Background: an optimization exercise with open tools, aiming at small area. Do not read the settings as production practice.
RTL that was checked went through simulation tests only; none was proved equivalent to the original.
Power is estimated from default activity; no workload was simulated.

==> garnet <==
==> flow/design.v <==
module FullAdd(input logic a, b, c, output logic s, co);
    assign s = a ^ b ^ c;
    assign co = (a & b) | (a & c) | (b & c);
endmodule
module ALU(input logic [7:0] a, b, output logic [7:0] sum);   
    logic [6:0] c;
    assign sum[0] = ~(a[0] ^ b[0]);
    assign c[0] = a[0] | b[0];
    for (genvar i = 1; i < 7; i++) begin : stage
        FullAdd fa(a[i], b[i], c[i-1], sum[i], c[i]);
    end
    assign sum[7] = a[7] ^ b[7] ^ c[6];
endmodule
module SelPair(input logic d0, s0, d1, s1, output logic y);
    assign y = ~((d0 | s0) & (d1 | s1));
endmodule
module Or8(input logic [7:0] a, output logic y);
    assign y = |a;
endmodule
module Sel16(input logic [15:0] d, input logic [15:0] sn, output logic yn);
    logic [7:0] p;
    for (genvar i = 0; i < 8; i++) begin : pair
        SelPair sp(d[2*i], sn[2*i], d[2*i+1], sn[2*i+1], p[i]);
    end
    Or8 n(p, yn);
endmodule
module Predecode4(input logic [1:0] a, output logic [3:0] y);
    assign y = {a[1] & a[0], a[1] & ~a[0], ~a[1] & a[0], ~a[1] & ~a[0]};
endmodule
module Nand2(input logic a, b, output logic y);
    assign y = ~(a & b);
endmodule
module Decode16(input logic [3:0] a, output logic [15:0] sn);
    logic [3:0] lo, hi;
    Predecode4 pl(a[1:0], lo);
    Predecode4 ph(a[3:2], hi);
    for (genvar w = 0; w < 16; w++) begin : word
        Nand2 n(hi[w / 4], lo[w % 4], sn[w]);
    end
endmodule
module Nor2(input logic a, b, output logic y);
    assign y = ~(a | b);
endmodule
module WriteDecode(
    input logic [3:0] wa,
    input logic weR, weM, clr,
    output logic [15:0] deR, deM);
    logic [3:0] hiN, loRN, loMN;
    always_comb
        for (int i = 0; i < 4; i++) begin
            hiN[i]  = ~clr & (wa[3:2] != i);
            loRN[i] = ~clr & ~(weR & (wa[1:0] == i));
            loMN[i] = ~clr & ~(weM & (wa[1:0] == i));
        end
    for (genvar w = 0; w < 16; w++) begin : word
        Nor2 nr(hiN[w / 4], loRN[w % 4], deR[w]);
        Nor2 nm(hiN[w / 4], loMN[w % 4], deM[w]);
    end
endmodule
module RegisterFile(
    input logic clk,
    input logic [15:0] de,
    input logic [7:0] d,
    output logic [127:0] q);
    logic [7:0] m [15:0];
    always_ff @(posedge clk)
        for (int w = 0; w < 16; w++)
            if (de[w])
                m[w] <= d;
    always_comb
        for (int w = 0; w < 16; w++)
            q[8*w +: 8] = m[w];
endmodule
module ReadPort(input logic [127:0] q, input logic [15:0] sn, output logic [7:0] yn);
    for (genvar b = 0; b < 8; b++) begin : bit_
        logic [15:0] col;
        for (genvar w = 0; w < 16; w++) begin : word
            assign col[w] = q[8*w + b];
        end
        Sel16 sel(col, sn, yn[b]);
    end
endmodule
module Debouncer #(parameter DEBOUNCE_CYCLES = 250)
(input logic clk, input logic rst, input logic button, output logic pulse);
localparam logic [7:0] INV = 8'hAA;
localparam logic [7:0] SEED = 8'b00010001;
logic [7:0] u, t, tn;
logic z7, start, fb;
assign t = u ^ INV;
assign z7 = (t[6:0] == 7'd0);                    
assign start = z7 & ~t[7] & button;              
assign fb = (t[7] ^ t[5] ^ t[4] ^ t[3]) & ~z7;
assign tn = rst ? 8'd0 : {t[6:4], t[3] | start, t[2:0], fb | start};
assign pulse = (t == SEED);
always_ff @(posedge clk)
    u <= tn ^ INV;
endmodule
module SevenSegmentDisplay(
    input logic clk,
    input logic rst,
    input logic [3:0] addr,
    input logic [7:0] dataN,       
    output logic [6:0] seg,
    output logic [3:0] an);
    logic [1:0] digit;
    logic [7:0] pre;
    logic z7;
    assign z7 = (pre[6:0] == 7'd0);
    always_ff @(posedge clk)
        if (rst) begin
            pre <= 8'd0;
            digit <= 2'd0;
        end else begin
            pre <= {pre[6:0], pre[7] ^ pre[5] ^ pre[4] ^ pre[3] ^ z7};
            if (z7 & pre[7])
                digit <= digit + 2'd1;
        end
    logic [3:0] nib;
    always_comb begin
        case (digit)
            2'b00: begin nib = ~dataN[3:0]; an = 4'b1110; end
            2'b01: begin nib = ~dataN[7:4]; an = 4'b1101; end
            2'b10: begin nib = 4'd0;      an = 4'b1011; end
            default: begin nib = addr;    an = 4'b0111; end
        endcase
        if (digit == 2'b10)
            seg = 7'b0111111;
        else
            case (nib)
                4'd0 : seg = 7'b1000000;
                4'd1 : seg = 7'b1111001;
                4'd2 : seg = 7'b0100100;
                4'd3 : seg = 7'b0110000;
                4'd4 : seg = 7'b0011001;
                4'd5 : seg = 7'b0010010;
                4'd6 : seg = 7'b0000010;
                4'd7 : seg = 7'b1111000;
                4'd8 : seg = 7'b0000000;
                4'd9 : seg = 7'b0010000;
                4'd10: seg = 7'b0001000;
                4'd11: seg = 7'b0000011;
                4'd12: seg = 7'b1000110;
                4'd13: seg = 7'b0100001;
                4'd14: seg = 7'b0000110;
                default: seg = 7'b0001110;
            endcase
    end
endmodule
module InstructionMemory(
    input logic [4:0] readAddress,
    input logic fromRom,
    input logic [15:0] swIns,
    output logic [15:0] fetched, readData2);
    function automatic logic [15:0] rom0(input logic [4:0] a);
        case (a)
            5'd0: rom0 = 16'h2000;
            5'd1: rom0 = 16'h2011;
            5'd2: rom0 = 16'h3200;
            5'd3: rom0 = 16'h3300;
            5'd4: rom0 = 16'h3401;
            5'd5: rom0 = 16'ha921;
            5'd6: rom0 = 16'h4330;
            5'd7: rom0 = 16'h4224;
            5'd8: rom0 = 16'ha500;
            5'd9: rom0 = 16'h0033;
            5'd10: rom0 = 16'h0022;
            5'd11: rom0 = 16'h0033;
            5'd12: rom0 = 16'h4501;
            5'd13: rom0 = 16'h4612;
            5'd14: rom0 = 16'h4723;
            5'd15: rom0 = 16'h4834;
            5'd16: rom0 = 16'h4801;
            5'd17: rom0 = 16'h4923;
            5'd18: rom0 = 16'h4a45;
            5'd19: rom0 = 16'h4b67;
            5'd20: rom0 = 16'h4c89;
            5'd21: rom0 = 16'h4dab;
            5'd22: rom0 = 16'ha000;
            5'd23: rom0 = 16'ha000;
            5'd24: rom0 = 16'ha000;
            5'd25: rom0 = 16'ha000;
            5'd26: rom0 = 16'ha68d;
            5'd27: rom0 = 16'ha29b;
            5'd28: rom0 = 16'h6000;
            5'd29: rom0 = 16'h8000;
            5'd30: rom0 = 16'ha000;
            5'd31: rom0 = 16'he000;
        endcase
    endfunction
    function automatic logic [15:0] rom1(input logic [4:0] a);
        case (a)
            5'd0: rom1 = 16'h2011;
            5'd1: rom1 = 16'h3200;
            5'd2: rom1 = 16'h3300;
            5'd3: rom1 = 16'h3401;
            5'd4: rom1 = 16'ha921;
            5'd5: rom1 = 16'h4330;
            5'd6: rom1 = 16'h4224;
            5'd7: rom1 = 16'ha500;
            5'd8: rom1 = 16'h0033;
            5'd9: rom1 = 16'h0022;
            5'd10: rom1 = 16'h0033;
            5'd11: rom1 = 16'h4501;
            5'd12: rom1 = 16'h4612;
            5'd13: rom1 = 16'h4723;
            5'd14: rom1 = 16'h4834;
            5'd15: rom1 = 16'h4801;
            5'd16: rom1 = 16'h4923;
            5'd17: rom1 = 16'h4a45;
            5'd18: rom1 = 16'h4b67;
            5'd19: rom1 = 16'h4c89;
            5'd20: rom1 = 16'h4dab;
            5'd21: rom1 = 16'ha000;
            5'd22: rom1 = 16'ha000;
            5'd23: rom1 = 16'ha000;
            5'd24: rom1 = 16'ha000;
            5'd25: rom1 = 16'ha68d;
            5'd26: rom1 = 16'ha29b;
            5'd27: rom1 = 16'h6000;
            5'd28: rom1 = 16'h8000;
            5'd29: rom1 = 16'ha000;
            5'd30: rom1 = 16'he000;
            5'd31: rom1 = 16'h2000;
        endcase
    endfunction
    assign fetched = fromRom ? rom0(readAddress) : swIns;
    assign readData2 = rom1(readAddress);
endmodule
module TopDesign
    (
    input logic clk,
    input logic rst,
    input logic [15:0] swIns,
    input logic [4:0] debouncer,
    output logic [15:0] insLed,
    output logic [6:0] seg,
    output logic dp,
    output logic [3:0] an
    );
    logic up, centre, left, right, down;
    Debouncer upButton    (clk, rst, debouncer[1], up);
    Debouncer centerButton(clk, rst, debouncer[0], centre);
    Debouncer rightButton (clk, rst, debouncer[3], right);
    Debouncer leftButton  (clk, rst, debouncer[2], left);
    Debouncer downButton  (clk, rst, debouncer[4], down);
    logic [4:0] pc;
    logic [3:0] memoryAddress;
    logic [15:0] ir;        
    logic irValid;          
    logic [2:0] op;
    logic clr, run, isStore, isLoad, isAdd, isBranch, stop;
    assign op = ir[15:13];
    assign clr = rst | up;
    assign run = irValid;
    assign isStore  = run & (op == 3'b000);
    assign isLoad   = run & (op == 3'b001);
    assign isAdd    = run & (op == 3'b010);
    assign isBranch = run & (op == 3'b101);
    assign stop     = run & (op == 3'b111);
    logic [7:0] regAN, regBN, memPN, memDN, regA, regB, memP, memD;
    assign regA = ~regAN;
    assign regB = ~regBN;
    assign memP = ~memPN;
    assign memD = ~memDN;
    logic [3:0] wAddr;
    logic [7:0] sum, sumN;
    ALU alu(regAN, regBN, sumN);
    assign sum = ~sumN;
    logic [7:0] wData;
    assign wAddr = (ir[12] | op[1]) ? ir[11:8] : ir[7:4];
    always_comb
        if (op[1])
            wData = sum;
        else if (ir[12])
            wData = ir[7:0];
        else if (op[0])
            wData = memP;
        else
            wData = regA;
    logic [127:0] regQ, memQ;
    logic [15:0] selA, selB, selD;
    logic [15:0] deR, deM;
    logic [7:0] dIn;
    assign dIn = wData & {8{~clr}};
    WriteDecode writeDecode(wAddr, isLoad | isAdd, isStore, clr, deR, deM);
    RegisterFile registerFile(clk, deR, dIn, regQ);
    RegisterFile memory(clk, deM, dIn, memQ);
    Decode16 decodeA(ir[3:0], selA);
    Decode16 decodeB(ir[7:4], selB);
    Decode16 decodeD(memoryAddress, selD);
    ReadPort readA(regQ, selA, regAN);
    ReadPort readB(regQ, selB, regBN);
    ReadPort readP(memQ, selA, memPN);
    ReadPort readD(memQ, selD, memDN);
    logic load;
    logic [4:0] pcNext;
    logic [15:0] romWord;
    assign load = (down | centre) & ~left & ~right;
    always_comb
        for (int i = 0; i < 5; i++)
            pcNext[i] = pc[i] ^ (&(pc | ~(5'h1f >> (5 - i))));
    logic [3:0] addrStep, flip;
    assign flip = memoryAddress ^ {4{left}};
    always_comb
        for (int i = 0; i < 4; i++)
            addrStep[i] = memoryAddress[i] ^ (&(flip | ~(4'hf >> (4 - i))));
    InstructionMemory instructions(pc, down, swIns, romWord, insLed);
    always_ff @(posedge clk) begin
        if (rst) begin
            pc <= 5'd0;
            memoryAddress <= 4'd0;
            irValid <= 1'b0;
        end else if (up) begin
            pc <= 5'd0;
        end else if (!stop) begin
            irValid <= load;
            if (left || right)
                memoryAddress <= addrStep;
            else if (down)
                pc <= pcNext;
            else if (!centre && isBranch && (regA[0] == regB[0]))
                pc <= ir[12:8];
        end
        if (!clr && !stop && load)
            ir <= romWord;
    end
    SevenSegmentDisplay display(clk, rst, memoryAddress, memDN, seg, an);
    assign dp = 1'b1;
endmodule
==> flow/flow/run.sh <==
#!/bin/bash
# Layout flow: the standard flow (standard.sh) with these changes.
#  Synthesis: ORFS's synth.tcl with two edits, made here with sed:
#   - Yosys's extract_fa (half/full adder extraction) only runs on the
#     FullAdd module, so the rest of the logic is left to ABC;
#   - ABC uses flow/abc_area.script (area-oriented mapping) instead of
#     ORFS's speed script.
#   Everything else (synth_recipe.tcl's -nofsm -noshare, flatten and renames,
#   the register mapping) is unchanged, so the registers are the standard
#   synthesis's.
#  Placement: port buffers use the smallest buffer cell, buf_1.
#  CTS: clkbuf_4 clock buffers, leaf clusters of up to 10 sinks within
#   35 um, no dummy loads.
set -euo pipefail
W=$PWD
sed -e 's|^  extract_fa {\*}\[dont_use_extract_fa_args\]$|  extract_fa {*}[dont_use_extract_fa_args] FullAdd|' \
    -e 's|^  log_cmd abc {\*}\$abc_args$|  lset abc_args 1 '"$W"'/flow/abc_area.script\n  log_cmd abc {*}$abc_args|' \
    "$FLOW_HOME/scripts/synth.tcl" > own_synth.tcl
grep -q 'extract_fa {\*}\[dont_use_extract_fa_args\] FullAdd' own_synth.tcl
grep -q 'flow/abc_area.script' own_synth.tcl
sed -e "s|^source \$::env(SCRIPTS_DIR)/synth.tcl$|source $W/own_synth.tcl|" synth_recipe.tcl > own_synth_recipe.tcl
grep -q own_synth.tcl own_synth_recipe.tcl
sed -e "s|SYNTH_SCRIPT=[^ ]*|SYNTH_SCRIPT=$W/own_synth_recipe.tcl|" standard.sh > own_standard.sh
grep -q own_synth_recipe.tcl own_standard.sh
bash own_standard.sh \
  "BUFFER_PORTS_ARGS=-buffer_cell sky130_fd_sc_hd__buf_1" \
  "CTS_ARGS=-sink_clustering_enable -repair_clock_nets -sink_clustering_size 10 -sink_clustering_max_diameter 35 -buf_list sky130_fd_sc_hd__clkbuf_4 -dont_use_dummy_load" \
  finish > standard.log 2>&1
==> flow/flow/abc_area.script <==
&get -n
&st
&dch
&nf -R 1000
&st
&syn2
&dch
&nf -R 1000
&put
topo
stime -c
dnsize -c
==> flow/standard.sh <==
#!/bin/bash
# synth_recipe.tcl (not shown) runs the flow's synth.tcl, then flattens the netlist and writes it again
# the make line also repeats each setting of config.mk as NAME=value (left out here)
make -C /OpenROAD-flow-scripts/flow DESIGN_CONFIG=/design/flow/config.mk WORK_HOME=/design/flow/orfs CLKGATE_MAP_FILE= SYNTH_SCRIPT=/design/flow/synth_recipe.tcl "${@:-finish}"
==> flow/config.mk <==
export PLATFORM = sky130hd
export DESIGN_NAME = TopDesign
export DESIGN_NICKNAME = TopDesign
export VERILOG_FILES = /design/flow/design.v
export SDC_FILE = /design/flow/constraint.sdc
export NUM_CORES = 4
export LEC_CHECK = 0
export CAP_MARGIN = 20
export CORE_MARGIN = 2
export CORE_UTILIZATION = 65
export SLEW_MARGIN = 20
export SYNTH_HIERARCHICAL = 1
==> flow/constraint.sdc <==
create_clock -name core_clock -period 10.0 [get_ports {clk}]
set_input_delay 2.0000 -clock core_clock [delete_from_list [all_inputs] [get_ports {clk}]]
set_output_delay 2.0000 -clock core_clock [all_outputs]
set_load 0.01 [all_outputs]
==> maple (differences from garnet) <==
--- a/flow/design.v
+++ b/flow/design.v
@@ -104,3 +104,3 @@
     output logic [3:0] an);
-    logic [1:0] digit;
+    logic [9:0] count;
     logic [7:0] pre;
@@ -111,3 +111,3 @@
             pre <= 8'd0;
-            digit <= 2'd0;
+            count[9:8] <= 2'd0;
         end else begin
@@ -115,7 +115,8 @@
             if (z7 & pre[7])
-                digit <= digit + 2'd1;
+                count[9:8] <= count[9:8] + 2'd1;
         end
+    assign count[7:0] = pre;
     logic [3:0] nib;
     always_comb begin
-        case (digit)
+        case (count[9:8])
             2'b00: begin nib = ~dataN[3:0]; an = 4'b1110; end
@@ -125,3 +126,3 @@
         endcase
-        if (digit == 2'b10)
+        if (count[9:8] == 2'b10)
             seg = 7'b0111111;
--- a/flow/flow/run.sh
+++ b/flow/flow/run.sh
@@ -26,3 +26,3 @@
   "BUFFER_PORTS_ARGS=-buffer_cell sky130_fd_sc_hd__buf_1" \
-  "CTS_ARGS=-sink_clustering_enable -repair_clock_nets -sink_clustering_size 10 -sink_clustering_max_diameter 35 -buf_list sky130_fd_sc_hd__clkbuf_4 -dont_use_dummy_load" \
+  "CTS_ARGS=-sink_clustering_enable -repair_clock_nets -dont_use_dummy_load -sink_clustering_size 10 -sink_clustering_max_diameter 35 -buf_list sky130_fd_sc_hd__clkbuf_4" \
   finish > standard.log 2>&1
- CORE_UTILIZATION: 65 -> 75
==> willow (differences from garnet) <==
--- a/flow/design.v
+++ b/flow/design.v
@@ -1,14 +1 @@
-module FullAdd(input logic a, b, c, output logic s, co);
-    assign s = a ^ b ^ c;
-    assign co = (a & b) | (a & c) | (b & c);
-endmodule
-module ALU(input logic [7:0] a, b, output logic [7:0] sum);   
-    logic [6:0] c;
-    assign sum[0] = ~(a[0] ^ b[0]);
-    assign c[0] = a[0] | b[0];
-    for (genvar i = 1; i < 7; i++) begin : stage
-        FullAdd fa(a[i], b[i], c[i-1], sum[i], c[i]);
-    end
-    assign sum[7] = a[7] ^ b[7] ^ c[6];
-endmodule
 module SelPair(input logic d0, s0, d1, s1, output logic y);
@@ -16,6 +3,6 @@
 endmodule
-module Or8(input logic [7:0] a, output logic y);
-    assign y = |a;
+module Nor8(input logic [7:0] a, output logic y);
+    assign y = ~|a;
 endmodule
-module Sel16(input logic [15:0] d, input logic [15:0] sn, output logic yn);
+module Sel16(input logic [15:0] d, input logic [15:0] sn, output logic y);
     logic [7:0] p;
@@ -24,3 +11,3 @@
     end
-    Or8 n(p, yn);
+    Nor8 n(p, y);
 endmodule
@@ -73,3 +60,3 @@
 endmodule
-module ReadPort(input logic [127:0] q, input logic [15:0] sn, output logic [7:0] yn);
+module ReadPort(input logic [127:0] q, input logic [15:0] sn, output logic [7:0] y);
     for (genvar b = 0; b < 8; b++) begin : bit_
@@ -79,3 +66,3 @@
         end
-        Sel16 sel(col, sn, yn[b]);
+        Sel16 sel(col, sn, y[b]);
     end
@@ -84,14 +71,8 @@
 (input logic clk, input logic rst, input logic button, output logic pulse);
-localparam logic [7:0] INV = 8'hAA;
-localparam logic [7:0] SEED = 8'b00010001;
-logic [7:0] u, t, tn;
-logic z7, start, fb;
-assign t = u ^ INV;
-assign z7 = (t[6:0] == 7'd0);                    
-assign start = z7 & ~t[7] & button;              
-assign fb = (t[7] ^ t[5] ^ t[4] ^ t[3]) & ~z7;
-assign tn = rst ? 8'd0 : {t[6:4], t[3] | start, t[2:0], fb | start};
-assign pulse = (t == SEED);
+logic [7:0] t;
 always_ff @(posedge clk)
-    u <= tn ^ INV;
+    if (rst || t == 8'b01101000) t <= 8'd0;
+    else if (t == 8'd0) t <= {7'd0, button};
+    else t <= {t[6:0], t[7]^t[5]^t[4]^t[3]};
+assign pulse = (t == 8'd1);
 endmodule
@@ -101,6 +82,6 @@
     input logic [3:0] addr,
-    input logic [7:0] dataN,       
+    input logic [7:0] data,
     output logic [6:0] seg,
     output logic [3:0] an);
-    logic [1:0] digit;
+    logic [9:0] count;
     logic [7:0] pre;
@@ -111,3 +92,3 @@
             pre <= 8'd0;
-            digit <= 2'd0;
+            count[9:8] <= 2'd0;
         end else begin
@@ -115,9 +96,10 @@
             if (z7 & pre[7])
-                digit <= digit + 2'd1;
+                count[9:8] <= count[9:8] + 2'd1;
         end
+    assign count[7:0] = pre;
     logic [3:0] nib;
     always_comb begin
-        case (digit)
-            2'b00: begin nib = ~dataN[3:0]; an = 4'b1110; end
-            2'b01: begin nib = ~dataN[7:4]; an = 4'b1101; end
+        case (count[9:8])
+            2'b00: begin nib = data[3:0]; an = 4'b1110; end
+            2'b01: begin nib = data[7:4]; an = 4'b1101; end
             2'b10: begin nib = 4'd0;      an = 4'b1011; end
@@ -125,3 +107,3 @@
         endcase
-        if (digit == 2'b10)
+        if (count[9:8] == 2'b10)
             seg = 7'b0111111;
@@ -253,3 +235,3 @@
     assign clr = rst | up;
-    assign run = irValid;
+    assign run = irValid & ~clr;
     assign isStore  = run & (op == 3'b000);
@@ -259,11 +241,4 @@
     assign stop     = run & (op == 3'b111);
-    logic [7:0] regAN, regBN, memPN, memDN, regA, regB, memP, memD;
-    assign regA = ~regAN;
-    assign regB = ~regBN;
-    assign memP = ~memPN;
-    assign memD = ~memDN;
+    logic [7:0] regA, regB, memP, memD;
     logic [3:0] wAddr;
-    logic [7:0] sum, sumN;
-    ALU alu(regAN, regBN, sumN);
-    assign sum = ~sumN;
     logic [7:0] wData;
@@ -272,3 +247,3 @@
         if (op[1])
-            wData = sum;
+            wData = regA + regB;
         else if (ir[12])
@@ -290,6 +265,6 @@
     Decode16 decodeD(memoryAddress, selD);
-    ReadPort readA(regQ, selA, regAN);
-    ReadPort readB(regQ, selB, regBN);
-    ReadPort readP(memQ, selA, memPN);
-    ReadPort readD(memQ, selD, memDN);
+    ReadPort readA(regQ, selA, regA);
+    ReadPort readB(regQ, selB, regB);
+    ReadPort readP(memQ, selA, memP);
+    ReadPort readD(memQ, selD, memD);
     logic load;
@@ -298,10 +273,3 @@
     assign load = (down | centre) & ~left & ~right;
-    always_comb
-        for (int i = 0; i < 5; i++)
-            pcNext[i] = pc[i] ^ (&(pc | ~(5'h1f >> (5 - i))));
-    logic [3:0] addrStep, flip;
-    assign flip = memoryAddress ^ {4{left}};
-    always_comb
-        for (int i = 0; i < 4; i++)
-            addrStep[i] = memoryAddress[i] ^ (&(flip | ~(4'hf >> (4 - i))));
+    assign pcNext = pc + 5'd1;
     InstructionMemory instructions(pc, down, swIns, romWord, insLed);
@@ -316,4 +284,6 @@
             irValid <= load;
-            if (left || right)
-                memoryAddress <= addrStep;
+            if (left)
+                memoryAddress <= memoryAddress - 4'd1;
+            else if (right)
+                memoryAddress <= memoryAddress + 4'd1;
             else if (down)
@@ -326,3 +296,3 @@
     end
-    SevenSegmentDisplay display(clk, rst, memoryAddress, memDN, seg, an);
+    SevenSegmentDisplay display(clk, rst, memoryAddress, memD, seg, an);
     assign dp = 1'b1;
==> flow/flow/run.sh (replaced) <==
#!/bin/bash
bash standard.sh \
  "BUFFER_PORTS_ARGS=-buffer_cell sky130_fd_sc_hd__buf_1" \
  "CTS_ARGS=-sink_clustering_enable -repair_clock_nets -dont_use_dummy_load -sink_clustering_size 35 -sink_clustering_max_diameter 70 -buf_list sky130_fd_sc_hd__clkbuf_16" \
  finish > standard.log 2>&1
- CORE_UTILIZATION: 65 -> 40
removed: flow/flow/abc_area.script
==> notes.md <==
| quantity | willow | garnet | maple |
|---|---|---|---|
| Crit path launch | memoryAddress[3] | ir[2] | ir[2] |
| Compound-gate portion of the synthesized area | 17.5% | 17.2% | 17.2% |
| Number of levels in the clock H-tree | 1 | 2 | 2 |
| Flop-to-flop setup slack | 4.96 ns | 3.71 ns | 3.77 ns |
| Share of Yosys cell area claimed by the top area cell type | 52.0% | 56.4% | 56.4% |
| Switching portion of total power | 30.4% | 27.0% | 27.3% |
| Final nets | 1454 | 1347 | 1348 |
| Number of logic stages on the critical path including buffering | 13 | 17 | 17 |
| Cell Count, Final, Fillers Out | 1916 | 1597 | 1578 |
| Relative area of non-clock buffer cells in the final design | 1.71% | 1.68% | 1.81% |
| Number of tap instances | 518 | 280 | 260 |
| Met1 capacity usage during global routing | 32.0% | 47.9% | 57.5% |
| Endpoint class of the critical path | output pin | flop | flop |
| Syn Std Cell Area | 0.0157 mm^2 | 0.0145 mm^2 | 0.0145 mm^2 |
| Result of the run | no timing/DRC/antenna violations | no timing/DRC/antenna violations | no timing/DRC/antenna violations |
Function not checked in willow: the RTL went through the layout flow alone.

-- re-timing with driven ports --
No port has a modelled driver above. Below, the same layouts with a new extraction and two added sets of constraints.
Step 1: set_driving_cell puts a clkbuf_16 on clk and a buf_2 on each other input, an assumption about the parent block.
Step 2, shift: input delay + t, output delay - t, t = (earliest + latest rising clock arrival at the registers) / 2. This alone moves slack from input paths to output paths.
a / b / c = ideal / step 1 / step 2; a / b = the first two.
run | t (ns) | setup slack, ns | worst setup path after step 2 | latest minus earliest clock arrival (ns) | worst slew at a driven data input, ns
garnet | 0.683 | 3.714 / 3.714 / 3.714 | register to register | 0.134 / 0.134 | 0.04
maple | 0.681 | 3.767 / 3.730 / 3.767 | register to register | 0.100 / 0.101 | 0.03
willow | 0.590 | 3.646 / 3.588 / 4.178 | register to output | 0.055 / 0.056 | 0.06
After both steps setup and hold are still met in every run listed.
